This is an optimization exercise on Yosys and OpenROAD, whose aim is small area and a short achievable clock period, not a production implementation.
RTL that was checked went through simulation tests only; none was proved equivalent to the original.
No activity file was given, so power comes from the tool's default toggle rates.

== delta ==
==> flow/design.v <==
module alu(
		input  FPUCLK,
		input  [31:0] A, B,
		input  [2:0]  CTRL,
		output [31:0] OUT
	);
	wire        v_in = (CTRL[2:1] == 2'b00);
	wire [31:0] ca = {A[30:0], 1'b0}, cb = {B[30:0], 1'b0};
	wire [31:0] cg0 = ca & ~cb, cl0 = ~ca & cb;
	wire [15:0] cg1, cl1;
	wire [7:0]  cg2, cl2;
	wire [3:0]  cg3, cl3;
	wire [1:0]  cg4, cl4;
	genvar ci;
	generate
		for (ci = 0; ci < 16; ci = ci + 1) begin : c1
			assign cg1[ci] = cg0[2*ci+1] | (~cl0[2*ci+1] & cg0[2*ci]);
			assign cl1[ci] = cl0[2*ci+1] | (~cg0[2*ci+1] & cl0[2*ci]);
		end
		for (ci = 0; ci < 8; ci = ci + 1) begin : c2
			assign cg2[ci] = cg1[2*ci+1] | (~cl1[2*ci+1] & cg1[2*ci]);
			assign cl2[ci] = cl1[2*ci+1] | (~cg1[2*ci+1] & cl1[2*ci]);
		end
		for (ci = 0; ci < 4; ci = ci + 1) begin : c3
			assign cg3[ci] = cg2[2*ci+1] | (~cl2[2*ci+1] & cg2[2*ci]);
			assign cl3[ci] = cl2[2*ci+1] | (~cg2[2*ci+1] & cl2[2*ci]);
		end
		for (ci = 0; ci < 2; ci = ci + 1) begin : c4
			assign cg4[ci] = cg3[2*ci+1] | (~cl3[2*ci+1] & cg3[2*ci]);
			assign cl4[ci] = cl3[2*ci+1] | (~cg3[2*ci+1] & cl3[2*ci]);
		end
	endgenerate
	wire        agb  = ~(cl4[1] | (~cg4[1] & cl4[0]));	 
	wire        ageb = ~cl3[3];					 
	wire [7:0]  dab  = A[30:23] - B[30:23];
	wire [7:0]  dba  = B[30:23] - A[30:23];
	wire [7:0]  d    = ageb ? dab : dba;
	wire [4:0]  d5   = (d[7:5] != 3'b000) ? 5'd31 : d[4:0];
	reg  [22:0] ma0, mb0;
	reg  [7:0]  e0;
	reg  [4:0]  d0;
	reg         sa0, sb0, agb0, nagb0, v0;
	always @(posedge FPUCLK) begin
		ma0  <= A[22:0];
		mb0  <= B[22:0];
		e0   <= ageb ? A[30:23] : B[30:23];
		d0   <= d5;
		sa0  <= A[31];
		sb0  <= B[31] ^ CTRL[0];		 
		agb0 <= agb;
		nagb0 <= ~agb;			 
		v0   <= v_in;
	end
	wire [22:0] x1  = agb0 ? ma0 : mb0;	 
	wire [22:0] y1  = nagb0 ? ma0 : mb0;	 
	wire        sub = sa0 ^ sb0;
	wire [23:0] ys1 = {1'b1, y1} >> d0;
	reg  [22:0] xm1;
	reg  [23:0] ym1;
	reg  [7:0]  e1;
	reg         s1, sub1, v1;
	always @(posedge FPUCLK) begin
		xm1  <= x1;
		ym1  <= ys1 ^ {24{sub}};
		e1   <= e0;
		s1   <= agb0 ? sa0 : sb0;
		sub1 <= sub;
		v1   <= v0;
	end
	wire [25:0] aa2 = {2'b01, xm1, 1'b1};
	wire [25:0] bb2 = {1'b0, ym1, sub1};
	wire [25:0] pp2 = aa2 ^ bb2;
	wire [25:0] sg0 = aa2 & bb2, sp0 = pp2;
	wire [25:0] sg1, sp1, sg2, sp2, sg3, sp3, sg4, sp4, sg5, sp5;
	genvar ai;
	generate
		for (ai = 0; ai < 26; ai = ai + 1) begin : sk
			if (ai & 1) begin : m1
				assign sg1[ai] = sg0[ai] | (sp0[ai] & sg0[ai - 1]);
				assign sp1[ai] = sp0[ai] & sp0[ai - 1];
			end else begin : p1
				assign sg1[ai] = sg0[ai];
				assign sp1[ai] = sp0[ai];
			end
			if (ai & 2) begin : m2
				assign sg2[ai] = sg1[ai] | (sp1[ai] & sg1[(ai & ~1) - 1]);
				assign sp2[ai] = sp1[ai] & sp1[(ai & ~1) - 1];
			end else begin : p2
				assign sg2[ai] = sg1[ai];
				assign sp2[ai] = sp1[ai];
			end
			if (ai & 4) begin : m3
				assign sg3[ai] = sg2[ai] | (sp2[ai] & sg2[(ai & ~3) - 1]);
				assign sp3[ai] = sp2[ai] & sp2[(ai & ~3) - 1];
			end else begin : p3
				assign sg3[ai] = sg2[ai];
				assign sp3[ai] = sp2[ai];
			end
			if (ai & 8) begin : m4
				assign sg4[ai] = sg3[ai] | (sp3[ai] & sg3[(ai & ~7) - 1]);
				assign sp4[ai] = sp3[ai] & sp3[(ai & ~7) - 1];
			end else begin : p4
				assign sg4[ai] = sg3[ai];
				assign sp4[ai] = sp3[ai];
			end
			if (ai & 16) begin : m5
				assign sg5[ai] = sg4[ai] | (sp4[ai] & sg4[(ai & ~15) - 1]);
				assign sp5[ai] = sp4[ai] & sp4[(ai & ~15) - 1];
			end else begin : p5
				assign sg5[ai] = sg4[ai];
				assign sp5[ai] = sp4[ai];
			end
		end
	endgenerate
	wire [25:0] sum2 = pp2 ^ {sg5[24:0], 1'b0};
	wire [24:0] r2   = {sum2[25] & ~sub1, sum2[24:1]};
	reg  [24:0] r2q;
	reg  [7:0]  e2;
	reg         s2, v2;
	always @(posedge FPUCLK) begin
		r2q <= r2;
		e2  <= e1 + 8'd2;			 
		s2  <= s1;
		v2  <= v1;
	end
	wire [31:0] lz_in = {r2q, 7'b0};
	wire [15:0] v_1;  wire [15:0] p_1;
	wire [7:0]  v_2;  wire [15:0] p_2;
	wire [3:0]  v_4;  wire [11:0] p_4;
	wire [1:0]  v_8;  wire [7:0]  p_8;
	wire [4:0]  n3;
	genvar gi;
	generate
		for (gi = 0; gi < 16; gi = gi + 1) begin : l1
			assign v_1[gi] = lz_in[2*gi+1] | lz_in[2*gi];
			assign p_1[gi] = ~lz_in[2*gi+1];
		end
		for (gi = 0; gi < 8; gi = gi + 1) begin : l2
			assign v_2[gi] = v_1[2*gi+1] | v_1[2*gi];
			assign p_2[2*gi+1:2*gi] = v_1[2*gi+1] ? {1'b0, p_1[2*gi+1]} : {1'b1, p_1[2*gi]};
		end
		for (gi = 0; gi < 4; gi = gi + 1) begin : l4
			assign v_4[gi] = v_2[2*gi+1] | v_2[2*gi];
			assign p_4[3*gi+2:3*gi] = v_2[2*gi+1] ? {1'b0, p_2[4*gi+3:4*gi+2]} : {1'b1, p_2[4*gi+1:4*gi]};
		end
		for (gi = 0; gi < 2; gi = gi + 1) begin : l8
			assign v_8[gi] = v_4[2*gi+1] | v_4[2*gi];
			assign p_8[4*gi+3:4*gi] = v_4[2*gi+1] ? {1'b0, p_4[6*gi+5:6*gi+3]} : {1'b1, p_4[6*gi+2:6*gi]};
		end
	endgenerate
	assign n3 = v_8[1] ? {1'b0, p_8[7:4]} : {1'b1, p_8[3:0]};
	wire [24:0] t16 = n3[4] ? {r2q[8:0], 16'b0} : r2q;
	wire [24:0] t8  = n3[3] ? {t16[16:0], 8'b0} : t16;
	wire [24:0] t4  = n3[2] ? {t8[20:0], 4'b0}  : t8;
	wire [24:0] t2  = n3[1] ? {t4[22:0], 2'b0}  : t4;
	wire [24:0] t1  = n3[0] ? {t2[23:0], 1'b0}  : t2;
	wire [7:0]  e3  = e2 + {3'b111, ~n3};
	wire        zero = ~(v_8[1] | v_8[0]);		 
	reg  [31:0] res3;
	reg         z3;
	always @(posedge FPUCLK) begin
		if (v2) begin
			res3 <= {s2, e3, t1[23:1]};
			z3   <= zero;
		end
	end
	assign OUT = {res3[31:23] & {9{~z3}}, res3[22:0]};
endmodule
export LEC_CHECK = 0
export ABC_AREA = 1
export CAP_MARGIN = 20
export CORE_MARGIN = 2
export CORE_UTILIZATION = 40
export SETUP_SLACK_MARGIN = 3.1
export SLEW_MARGIN = 20
create_clock -name core_clock -period 5.5 [get_ports {FPUCLK}]
standard.sh (not shown) runs the stock make flow with config.mk's settings and CLKGATE_MAP_FILE= SYNTH_SCRIPT=/design/flow/synth_recipe.tcl, a recipe that flattens the netlist after the stock synthesis.
==> flow/flow/run.sh <==
#!/bin/bash
set -euo pipefail
bash standard.sh \
  "BUFFER_PORTS_ARGS=-buffer_cell sky130_fd_sc_hd__buf_1" \
  finish > make_finish.log 2>&1
diff inputs: delta => yarrow
-- flow/design.v --
<<< delta, line 36
	wire [7:0]  dba  = B[30:23] - A[30:23];
	wire [7:0]  d    = ageb ? dab : dba;
	wire [4:0]  d5   = (d[7:5] != 3'b000) ? 5'd31 : d[4:0];
	reg  [22:0] ma0, mb0;
	reg  [7:0]  e0;
	reg  [4:0]  d0;
	reg         sa0, sb0, agb0, nagb0, v0;
	always @(posedge FPUCLK) begin
>>> yarrow, line 36
	wire [7:0]  dba  = B[30:23] - A[30:23];
	wire [7:0]  d    = ageb ? dab : dba;
	reg  [22:0] ma0, mb0;
	reg  [7:0]  e0;
	reg  [4:0]  d0;
	reg         big0;			 
	reg         sa0, sb0, agb0, nagb0, v0;
	always @(posedge FPUCLK) begin
<<< delta, line 45
		mb0  <= B[22:0];
		e0   <= ageb ? A[30:23] : B[30:23];
		d0   <= d5;
		sa0  <= A[31];
		sb0  <= B[31] ^ CTRL[0];		 
>>> yarrow, line 45
		mb0  <= B[22:0];
		e0   <= ageb ? A[30:23] : B[30:23];
		d0   <= d[4:0];
		big0 <= (d[7:5] != 3'b000);
		sa0  <= A[31];
		sb0  <= B[31] ^ CTRL[0];		 
<<< delta, line 59
	reg  [23:0] ym1;
	reg  [7:0]  e1;
	reg         s1, sub1, v1;
	always @(posedge FPUCLK) begin
		xm1  <= x1;
>>> yarrow, line 60
	reg  [23:0] ym1;
	reg  [7:0]  e1;
	reg         s1, sub1, big1, v1;
	always @(posedge FPUCLK) begin
		xm1  <= x1;
<<< delta, line 66
		s1   <= agb0 ? sa0 : sb0;
		sub1 <= sub;
		v1   <= v0;
	end
	wire [25:0] aa2 = {2'b01, xm1, 1'b1};
	wire [25:0] bb2 = {1'b0, ym1, sub1};
	wire [25:0] pp2 = aa2 ^ bb2;
	wire [25:0] sg0 = aa2 & bb2, sp0 = pp2;
>>> yarrow, line 67
		s1   <= agb0 ? sa0 : sb0;
		sub1 <= sub;
		big1 <= big0;
		v1   <= v0;
	end
	wire [25:0] aa2 = {2'b01, xm1, 1'b1};
	wire [23:0] yb2 = big1 ? {24{sub1}} : ym1;	 
	wire [25:0] bb2 = {1'b0, yb2, sub1};
	wire [25:0] pp2 = aa2 ^ bb2;
	wire [25:0] sg0 = aa2 & bb2, sp0 = pp2;
<<< delta, line 155
	wire [24:0] t2  = n3[1] ? {t4[22:0], 2'b0}  : t4;
	wire [24:0] t1  = n3[0] ? {t2[23:0], 1'b0}  : t2;
	wire [7:0]  e3  = e2 + {3'b111, ~n3};
	wire        zero = ~(v_8[1] | v_8[0]);		 
	reg  [31:0] res3;
	reg         z3;
	always @(posedge FPUCLK) begin
		if (v2) begin
			res3 <= {s2, e3, t1[23:1]};
			z3   <= zero;
		end
	end
	assign OUT = {res3[31:23] & {9{~z3}}, res3[22:0]};
endmodule
>>> yarrow, line 158
	wire [24:0] t2  = n3[1] ? {t4[22:0], 2'b0}  : t4;
	wire [24:0] t1  = n3[0] ? {t2[23:0], 1'b0}  : t2;
	wire [3:0]  elo = {1'b0, e2[2:0]} + {1'b0, ~n3[2:0]};
	wire [4:0]  u0  = e2[7:3] - 5'd4;
	wire [4:0]  u1  = e2[7:3] - 5'd3;
	wire [4:0]  u2  = e2[7:3] - 5'd2;
	wire [4:0]  u3  = e2[7:3] - 5'd1;
	wire [4:0]  u4  = e2[7:3];
	reg  [4:0]  ehi0, ehi1;		 
	always @(*) begin
		case (~n3[4:3])
			2'd0: begin ehi0 = u0; ehi1 = u1; end
			2'd1: begin ehi0 = u1; ehi1 = u2; end
			2'd2: begin ehi0 = u2; ehi1 = u3; end
			default: begin ehi0 = u3; ehi1 = u4; end
		endcase
	end
	wire [7:0]  e3  = {elo[3] ? ehi1 : ehi0, elo[2:0]};
	wire        zero = ~(v_8[1] | v_8[0]);		 
	reg  [31:0] res3;
	reg         z3, nz3;		 
	always @(posedge FPUCLK) begin
		if (v2) begin
			res3 <= {s2, e3, t1[23:1]};
			z3   <= zero;
			nz3  <= ~zero;
		end
	end
	assign OUT = {res3[31:27] & {5{~z3}}, res3[26:23] & {4{nz3}}, res3[22:0]};
endmodule
The wire length in yarrow was higher than what delta gave.
Compared with delta, in yarrow pin slew with the least headroom to its limit shows a reduction of 0.18 ns, final setup slack of the worst path shows an increase of 0.0099 ns.
Path length in cells of the critical path in yarrow is 10 higher than in delta
The sequential share of layout area in yarrow sits 1.1 points below the value recorded for delta.
Summary of yarrow over delta: clock group total power decreased by about 5% relative to the old numbers; tap cell count increased by 37 relative to the old numbers; share of power burned in the clock network decreased by 3.5 points relative to the old numbers; data arrival at the endpoint of the critical path increased by 1.27 ns relative to the old numbers; final clock period utilization by the worst path decreased by 0.18 points relative to the old numbers.
Launch point of the worst path = z3: delta; launch point of the worst path = r2q[23]: yarrow
In the tables for delta and yarrow, synthesized-area fraction occupied by ao, oa, aoi and oai cells reads lower with yarrow.
Comparing delta and yarrow, the lower sequential logic power is on delta.
Compared with delta, yarrow degrades detailed-placement wirelength estimate.
No functional check of the RTL was part of yarrow.

[afterwards: timing with drivers on the ports]
No port has a modelled driver above. Below, the same layouts with a new extraction and two added sets of constraints.
Step 1 sets driving cells, clkbuf_16 on the clock port and buf_2 on the other inputs (assumed; they add their load-dependent delay and slew).
Step 2 times the ports against the registers' clock, not the clock port: input delays grow and output delays shrink by t, the midpoint of the rising clock arrivals with the driver on.
Slacks: no drivers / after step 1 / after step 2; pairs: no drivers / after step 1.
run	shift t [ns]	setup WS [ns]	worst register clock-pin slew, ns
delta	0.473	3.173 / 3.129 / 2.766	0.08 / 0.08
yarrow	0.482	3.183 / 3.177 / 2.724	0.08 / 0.08
After both steps every run listed still meets setup and hold. For yarrow, which loses most, drivers alone change the setup slack by -0.006 ns; drivers and shift together by -0.459 ns.
